What follows belongs to an exercise in optimizing a design on an open flow for a short achievable clock period and few clock cycles; a production flow would make more cautious choices. For this run, only the layout was checked, not whether the RTL still works. Power is estimated from default activity; no workload was simulated.

## flow/run.sh

```bash
#!/bin/bash
# synth_recipe.tcl (not shown) runs the flow's synth.tcl, then flattens the netlist and writes it again
# the make line also repeats each setting of config.mk as NAME=value (left out here)
make -C /OpenROAD-flow-scripts/flow DESIGN_CONFIG=/design/flow/config.mk WORK_HOME=/design/flow/orfs CLKGATE_MAP_FILE= SYNTH_SCRIPT=/design/flow/synth_recipe.tcl finish
```

## flow/config.mk

```make
export PLATFORM = sky130hd
export DESIGN_NAME = lc3_datapath
export DESIGN_NICKNAME = lc3_datapath
export VERILOG_FILES = /design/flow/design.v
export SDC_FILE = /design/flow/constraint.sdc
export NUM_CORES = 4
export LEC_CHECK = 0
export CAP_MARGIN = 20
export CORE_MARGIN = 2
export CORE_UTILIZATION = 40
export PLACE_DENSITY = 0.6
export SETUP_SLACK_MARGIN = 4.5
export SLEW_MARGIN = 20
```

## flow/constraint.sdc

```tcl
create_clock -name core_clock -period 7.5 [get_ports {clk}]
set_input_delay 1.5000 -clock core_clock [delete_from_list [all_inputs] [get_ports {clk}]]
set_output_delay 1.5000 -clock core_clock [all_outputs]
set_load 0.01 [all_outputs]
```

## flow/design.v

```verilog
module lc3_datapath
  (clk,
   rst,
   mem_en,
   mem_we,
   mem_addr,
   mem_wdata,
   mem_ready,
   mem_rdata
   );
  input         clk;
  input         rst;
  output        mem_en;
  output        mem_we;
  output [15:0] mem_addr;
  output [15:0] mem_wdata;
  input         mem_ready;
  input  [15:0] mem_rdata;
  localparam STEP_BR  = 1;
  localparam STEP_JMP = 1;
  localparam STEP_PCR = 1;
  localparam STEP_JSR = 1;
  localparam [2:0] K_FETCH = 3'd0,
                   K_LOAD  = 3'd1,
                   K_LDI   = 3'd2,
                   K_STI   = 3'd3,
                   K_STORE = 3'd4,
                   K_TRAP  = 3'd5,
                   K_ADDR  = 3'd6;    
  reg [15:0] r0, r1, r2, r3, r4, r5, r6, r7;
  reg        n, z, p;
  reg [15:0] pc;      
  reg [15:0] pc1;     
  reg [6:0]  h9p, h9m;
  reg [4:0]  h11p, h11m;
  reg [15:0] ir;
  reg [2:0]  kind;
  reg        en;      
  reg        we;
  reg [15:0] mar;
  reg [15:0] mdr;
  reg        ex;
  reg [1:0]  aop;     
  reg [15:0] opa, opb;
  assign mem_en    = en;
  assign mem_we    = we;
  assign mem_addr  = mar;
  assign mem_wdata = mdr;
  function [15:0] rsel;
    input [2:0] s;
    input [15:0] a0, a1, a2, a3, a4, a5, a6, a7;
    case (s)
      3'd0: rsel = a0;
      3'd1: rsel = a1;
      3'd2: rsel = a2;
      3'd3: rsel = a3;
      3'd4: rsel = a4;
      3'd5: rsel = a5;
      3'd6: rsel = a6;
      default: rsel = a7;
    endcase
  endfunction
  function [15:0] ksadd;
    input [15:0] a, b;
    reg   [15:0] g, q, x;
    integer k, j;
    begin
      x = a ^ b;
      g = a & b;
      q = x;
      for (k = 0; k < 4; k = k + 1)
        for (j = 15; j >= (1 << k); j = j - 1)
          begin
            g[j] = g[j] | (q[j] & g[j - (1 << k)]);
            q[j] = q[j] & q[j - (1 << k)];
          end
      ksadd = x ^ {g[14:0], 1'b0};
    end
  endfunction
  wire [15:0] d     = mem_rdata;
  wire [3:0]  op    = d[15:12];
  wire        fstep = mem_ready & (kind == K_FETCH);
  wire        taken = (d[11] & n) | (d[10] & z) | (d[9] & p);
  wire [9:0]  lo9  = {1'b0, pc1[8:0]} + {1'b0, d[8:0]};
  wire [15:0] d9   = {(d[8] == lo9[9]) ? pc1[15:9] : (lo9[9] ? h9p : h9m), lo9[8:0]};
  wire [11:0] lo11 = {1'b0, pc1[10:0]} + {1'b0, d[10:0]};
  wire [15:0] d11  = {(d[10] == lo11[11]) ? pc1[15:11] : (lo11[11] ? h11p : h11m), lo11[10:0]};
  wire [15:0] dbase = rsel(d[8:6], r0, r1, r2, r3, r4, r5, r6, r7);
  wire [15:0] djsr  = d[11] ? d11 : ((d[8:6] == 3'd7) ? pc1 : dbase);
  wire [15:0] ibase = rsel(ir[8:6], r0, r1, r2, r3, r4, r5, r6, r7);
  wire [15:0] isrc  = rsel(ir[11:9], r0, r1, r2, r3, r4, r5, r6, r7);
  wire [15:0] t9    = ksadd(pc, {{7{ir[8]}}, ir[8:0]});
  wire [15:0] t11   = ksadd(pc, {{5{ir[10]}}, ir[10:0]});
  wire [15:0] t6    = ksadd(ibase, {{10{ir[5]}}, ir[5:0]});
  wire [15:0] jsrt  = ir[11] ? t11 : ((ir[8:6] == 3'd7) ? pc : ibase);
  reg  [15:0] res;
  always @(*)
    case (aop)
      2'd0:    res = ksadd(opa, opb);
      2'd1:    res = opa & opb;
      default: res = ~opa;
    endcase
  wire        link  = fstep & ((op == 4'b1111) | (STEP_JSR & (op == 4'b0100)));
  wire        jlink = (kind == K_ADDR) & (ir[15:12] == 4'b0100);
  wire        ldw   = mem_ready & (kind == K_LOAD);
  wire [15:0] wval  = ex ? res : (ldw ? d : (jlink ? pc : pc1));
  wire [2:0]  wsel  = (link | jlink) ? 3'd7 : ir[11:9];
  wire        wen   = ex | ldw | link | jlink;
  always @(posedge clk or negedge rst)
    begin
      if (rst == 1'b0)
        begin
          r0 <= 16'h0; r1 <= 16'h0; r2 <= 16'h0; r3 <= 16'h0;
          r4 <= 16'h0; r5 <= 16'h0; r6 <= 16'h0; r7 <= 16'h0;
        end
      else if (wen)
        case (wsel)
          3'd0: r0 <= wval;
          3'd1: r1 <= wval;
          3'd2: r2 <= wval;
          3'd3: r3 <= wval;
          3'd4: r4 <= wval;
          3'd5: r5 <= wval;
          3'd6: r6 <= wval;
          default: r7 <= wval;
        endcase
    end
  reg         zres;
  always @(*)
    case (aop)
      2'd0:    zres = ((opa ^ opb) == {opa[14:0] | opb[14:0], 1'b0});
      2'd1:    zres = ((opa & opb) == 16'h0);
      default: zres = (opa == 16'hffff);
    endcase
  wire        zv = ex ? zres : (d == 16'h0);
  wire        nv = ex ? res[15] : d[15];
  always @(posedge clk or negedge rst)
    begin
      if (rst == 1'b0)
        begin
          n <= 1'b0; z <= 1'b0; p <= 1'b0;
        end
      else if (ex | ldw)
        begin
          n <= nv;
          z <= zv;
          p <= ~nv & ~zv;
        end
    end
  always @(posedge clk or negedge rst)
    begin
      if (rst == 1'b0)
        begin
          pc1  <= 16'h0201;
          h9p  <= 7'd2;
          h9m  <= 7'd0;
          h11p <= 5'd1;
          h11m <= 5'd31;
        end
      else
        begin
          pc1  <= pc + 16'd1;
          h9p  <= pc[15:9] + ((pc[8:0] == 9'h1ff) ? 7'd2 : 7'd1);
          h9m  <= pc[15:9] + ((pc[8:0] == 9'h1ff) ? 7'd0 : 7'h7f);
          h11p <= pc[15:11] + ((pc[10:0] == 11'h7ff) ? 5'd2 : 5'd1);
          h11m <= pc[15:11] + ((pc[10:0] == 11'h7ff) ? 5'd0 : 5'h1f);
        end
    end
  always @(posedge clk or negedge rst)
    begin
      if (rst == 1'b0)
        begin
          pc   <= 16'h0200;
          ir   <= 16'h0;
          mar  <= 16'h0200;
          mdr  <= 16'h0;
          en   <= 1'b1;
          we   <= 1'b0;
          kind <= K_FETCH;
          ex   <= 1'b0;
          aop  <= 2'd0;
          opa  <= 16'h0;
          opb  <= 16'h0;
        end
      else
        begin
          ex <= 1'b0;
          case (kind)
            K_FETCH:
              if (mem_ready)
                begin
                  ir  <= d;
                  pc  <= pc1;
                  mdr <= rsel(d[11:9], r0, r1, r2, r3, r4, r5, r6, r7);
                  opa <= (op == 4'b1110) ? pc1 : dbase;
                  opb <= (op == 4'b1110) ? {{7{d[8]}}, d[8:0]} :
                         (d[5] ? {{11{d[4]}}, d[4:0]} : rsel(d[2:0], r0, r1, r2, r3, r4, r5, r6, r7));
                  case (op)
                    4'b0101: aop <= 2'd1;
                    4'b1001: aop <= 2'd2;
                    default: aop <= 2'd0;
                  endcase
                  case (op)
                    4'b0001, 4'b0101, 4'b1001, 4'b1110:  
                      begin
                        ex  <= 1'b1;
                        mar <= pc1;
                      end
                    4'b1111:  
                      begin
                        kind <= K_TRAP;
                        mar  <= {8'h00, d[7:0]};
                      end
                    4'b0000:  
                      if (~taken)
                        mar <= pc1;
                      else if (STEP_BR)
                        begin
                          mar <= d9;
                          pc  <= d9;
                        end
                      else
                        begin
                          kind <= K_ADDR;
                          en   <= 1'b0;
                        end
                    4'b1100:  
                      if (STEP_JMP)
                        begin
                          mar <= dbase;
                          pc  <= dbase;
                        end
                      else
                        begin
                          kind <= K_ADDR;
                          en   <= 1'b0;
                        end
                    4'b0100:  
                      if (STEP_JSR)
                        begin
                          mar <= djsr;
                          pc  <= djsr;
                        end
                      else
                        begin
                          kind <= K_ADDR;
                          en   <= 1'b0;
                        end
                    4'b0010:  
                      if (STEP_PCR)
                        begin
                          kind <= K_LOAD;
                          mar  <= d9;
                        end
                      else
                        begin
                          kind <= K_ADDR;
                          en   <= 1'b0;
                        end
                    4'b0011:  
                      if (STEP_PCR)
                        begin
                          kind <= K_STORE;
                          we   <= 1'b1;
                          mar  <= d9;
                        end
                      else
                        begin
                          kind <= K_ADDR;
                          en   <= 1'b0;
                        end
                    4'b1010:  
                      if (STEP_PCR)
                        begin
                          kind <= K_LDI;
                          mar  <= d9;
                        end
                      else
                        begin
                          kind <= K_ADDR;
                          en   <= 1'b0;
                        end
                    4'b1011:  
                      if (STEP_PCR)
                        begin
                          kind <= K_STI;
                          mar  <= d9;
                        end
                      else
                        begin
                          kind <= K_ADDR;
                          en   <= 1'b0;
                        end
                    4'b0110, 4'b0111:  
                      begin
                        kind <= K_ADDR;
                        en   <= 1'b0;
                      end
                    default:  
                      mar <= pc1;
                  endcase
                end
            K_ADDR:
              begin
                en  <= 1'b1;
                mdr <= isrc;
                case (ir[15:12])
                  4'b0010: begin kind <= K_LOAD;  mar <= t9; end
                  4'b0011: begin kind <= K_STORE; mar <= t9; we <= 1'b1; end
                  4'b0110: begin kind <= K_LOAD;  mar <= t6; end
                  4'b0111: begin kind <= K_STORE; mar <= t6; we <= 1'b1; end
                  4'b1010: begin kind <= K_LDI;   mar <= t9; end
                  4'b1011: begin kind <= K_STI;   mar <= t9; end
                  4'b0100: begin kind <= K_FETCH; mar <= jsrt; pc <= jsrt; end
                  4'b1100: begin kind <= K_FETCH; mar <= ibase; pc <= ibase; end
                  default: begin kind <= K_FETCH; mar <= t9; pc <= t9; end   
                endcase
              end
            K_LDI:
              if (mem_ready)
                begin
                  kind <= K_LOAD;
                  mar  <= d;
                end
            K_STI:
              if (mem_ready)
                begin
                  kind <= K_STORE;
                  we   <= 1'b1;
                  mar  <= d;
                end
            K_TRAP:
              if (mem_ready)
                begin
                  kind <= K_FETCH;
                  mar  <= d;
                  pc   <= d;
                end
            default:  
              if (mem_ready)
                begin
                  kind <= K_FETCH;
                  we   <= 1'b0;
                  mar  <= pc;
                end
          endcase
        end
    end
endmodule
```

==> results.sh <==
export IMPL_postCtsHoldBufs=0
export IMPL_post_dp_hpwl_um=74100
export IMPL_yosysMostFrequentCell="nor2_1"
export IMPL_dieArea_um2=59700
export IMPL_reg2reg_slack_ns=3.80
export IMPL_avgSynthCellArea_um2=8.01
export IMPL_fin_skew_ns=0.0314
export IMPL_min_period_ns=3.80
export IMPL_dr_pass1_iters=7
export IMPL_wl_per_cell_um=30.8
export IMPL_r2r_end="mar[15]"
export IMPL_cts_buffer_depth=3
export IMPL_holdPathEnd="en"
export IMPL_synth_seq_area_share_pct=29.6
export IMPL_die_x_um=244
export IMPL_fin_tns_setup_ns=0
export IMPL_synth_area_top_cells="dfrtp_1 (28%), o21ai_0 (6.1%), a21oi_1 (5.8%)"
export IMPL_synth_seq_cells=273
export IMPL_end_kind="register"
export IMPL_critical_path_class="in -> reg"
export IMPL_setup_viol=0
export IMPL_cp_max_fo=2
export IMPL_gp_congestion=1.00
export IMPL_nets=3105
export IMPL_start_util_pct=40.3
export IMPL_min_path_type="reg -> reg"
export IMPL_timing_rr_start="ir[6]"
export IMPL_drc=0
export IMPL_globalRouteTotalUtil_pct=37.2
export IMPL_grt_max_degree=131
export IMPL_yosys_area_top_type="dfrtp_1"
export IMPL_synth_fp_nets=3002
export IMPL_cts_sinks=273
export IMPL_n_fill_cell=5333
export IMPL_critPathMostFrequentCell="buf_12"
export IMPL_postSynthCellCount=2881
export IMPL_hold_violations=0
export IMPL_yosysTopAreaCellShare_pct=28.4
export IMPL_crit_chain="buf_12 > buf_12 > ha_4 > fa_2 > a21oi_2 > o211ai_1 > or4_4 > a41oi_2 > xor2_1 > o21ai_1 > a31oi_2 > buf_4 > a31oi_4 > o21a_1"
export IMPL_vias=26175
export IMPL_worstHoldStart="en"
export IMPL_io_pins=53
export IMPL_synthArstFlopShare_pct=100
export IMPL_yosysWarnings=1
export IMPL_rows=88
export IMPL_synth_edf_count=0
export IMPL_ant_nets=0
export IMPL_crit_path_start_kind="input port"
export IMPL_wl_um=116000
export IMPL_synth_area_um2=23100
export IMPL_synthToLayoutAreaGrowth_pct=29.3
export IMPL_drtIter0Drc=3796
export IMPL_synth_cell_types=84
export IMPL_htree_levels=2
export IMPL_first_global_vias=24511
export IMPL_path_clk_slew_ns=0.06
export IMPL_fin_ws_ns=3.70
export IMPL_leakage_nw=12.2
export IMPL_antenna_found_initial=2
export IMPL_die_height_um=244
export IMPL_cts_tree="done"
export IMPL_status="no timing/DRC/antenna violations"
export IMPL_min_path_cells=2
export IMPL_max_cap_violations=0
export IMPL_max_stage_delay_ns=0.47
export IMPL_drv_slew=0
export IMPL_ys_flop_type="dfrtp_1"
export IMPL_holdWs_ns=0.484
export IMPL_powerDensity_nw_per_um2=536
export IMPL_max_vdd_ir_drop_v=0.000250
export IMPL_cts_buffers=36
export IMPL_avgViaCountPerCell=6.93
export IMPL_finalCritPeriodShare_pct=50.7
export IMPL_fmax_ghz=0.263
export IMPL_dpl_worst_slack_ns=2.32
export IMPL_crit_arrival_ns=4.27
export IMPL_required_ns=7.97
export IMPL_worstSetupStartpoint="mem_rdata[0]"
export IMPL_grt_pass1_wl_um=166000
export IMPL_rr_worst_depth=12
export IMPL_clock_latency_ns=0.60
export IMPL_rsz0062_at_grt="true"
export IMPL_port_buffers=52
export IMPL_core_area_um2=57400
export IMPL_slew_headroom_pct=27.4
export IMPL_synthTopCellsByCount="nor2_1 (331), nand2_1 (319), o21ai_0 (281), a21oi_1 (269), dfrtp_1 (262)"
export IMPL_overflow=0
export IMPL_tightestPinTransition_ns=1.06
export IMPL_drive_gt1_share_pct=24.2
export IMPL_worst_path_max_delay_cell="or4_4"
export IMPL_clock_root_buffer="clkbuf_16"
through the flow:
stage	cell area [µm²]	power (mW)	std cells	util [%]
2_1_floorplan	23500	8.74	2881	-
3_3_place_gp	24400	11.6	3534	42.6
4_1_cts	28400	14.8	3711	49.6
5_1_grt	29900	16.7	3775	52.1
3_5_place_dp	24400	11.8	3535	42.6
6_report	29900	16.0	3777	52.1
per-layer routing:
| layer | routed length, µm | up-vias | GRT usage (%) | share of wire [%] |
|---|---|---|---|---|
| li1 | - | 10842 | - | - |
| met1 | 42400 | 12619 | 46.5 | 37 |
| met2 | 48500 | 2033 | 55.6 | 42 |
| met3 | 14600 | 679 | 10.6 | 13 |
| met4 | 10600 | 2 | 25.7 | 9.1 |
| met5 | 15 | - | 0 | 0.013 |
power by group:
| part | switching, mW | leakage [nW] | internal [mW] |
|---|---|---|---|
| clock | 0.752 | 0.568 | 1.01 |
| combinational | 6.22 | 8.33 | 4.45 |
| sequential | 1.40 | 3.27 | 2.20 |
| total | 8.36 | 12.2 | 7.66 |
cells in the final DEF (no fill, tap or decap), types with 18 or more instances in the layout:
cell type	n
ha_1	74
nand3_1	29
a31oi_1	40
xnor2_1	50
a211oi_2	18
o221ai_1	25
a21o_1	34
o22ai_1	34
buf_12	37
o21ai_0	229
o211ai_1	27
nand2_1	305
o31ai_1	18
a21oi_1	238
a211oi_1	43
nor2_1	312
buf_4	158
mux4_2	41
o21ai_1	30
mux2_2	42
dfrtp_1	247
buf_6	24
o21ai_2	23
mux2i_1	109
nor3_1	39
inv_1	72
a221oi_1	26
clkbuf_16	44
xor2_1	38
a21oi_2	29
dlygate4sd2_1	24
how the worst max path moves through the flow:
stage / cells past startpoint / slack (ns) / endpoint
floorplan: 11 / 3.57 / pc[12]
finish: 14 / 3.70 / mar[10]
global placement: 11 / 2.29 / mar[12]
global route: 14 / 3.66 / mar[10]
CTS: 13 / 3.69 / pc[10]
detailed placement: 11 / 2.32 / mar[12]
cell type report:
class	instances	area [µm²]	share of cell area, %
Timing Repair Buffer	290	3380	11.3
Inverter	89	359	1.20
Tap cell	765	957	3.21
Clock inverter	11	115	0.385
Sequential cell	273	6860	23.0
Antenna cell	2	5.00	0.0168
Multi-Input combinational cell	2294	17100	57.4
Clock buffer	53	1050	3.50
logic make-up (layout without fill, tap and decap cells):
logic type	Yosys count	after routing	synth area share [%]
muxes	206	206	11.4
other	0	2	0
DFF	273	273	29.6
AOI/OAI and AO/OA	1038	1038	28.5
buffers and inverters	317	443	5.25
xor gates and xnor gates	98	98	3.72
adders and majority gates	103	103	5.83
and+or+nand+nor	846	849	15.6
timing repair:
| action | 4_1_cts | 5_1_grt |
|---|---|---|
| resized for setup | 410 | 168 |
| pin swaps | 91 | 86 |
| buffers inserted | 97 | 57 |
| gates cloned | 15 | 7 |
| endpoints found under the setup margin | 263 | 195 |
critical path, delay by kind of cell:
family                     cells  cell delay [ns]
AOI/OAI and AO/OA              7             1.11
xor gates and xnor gates       1             0.26
adders and majority gates      2             0.53
buffers and inverters          3             0.39
and+or+nand+nor                1             0.47

==> port drivers added, routing unchanged <==
Ports are ideal in the flow. The routed layout listed here was re-timed in OpenROAD.
Step 1 assumes that a clkbuf_16 drives the clock port and a buf_2 every other input.
Step 2 moves the port delays by t, midway between the first and last clock arrival at a register: inputs arrive t later, outputs are due t later. That takes back most of the time a late clock gives input paths.
a / b / c = ideal ports / drivers / drivers and shift; a / b = the first two.
t (ns): 0.640
setup WS [ns]: 3.699 / 3.710 / 3.070
clock arrival spread, ns: 0.031 / 0.032
After both steps setup and hold are still met in this run. For this run, drivers alone change the setup slack by +0.011 ns; drivers and shift together by -0.629 ns.
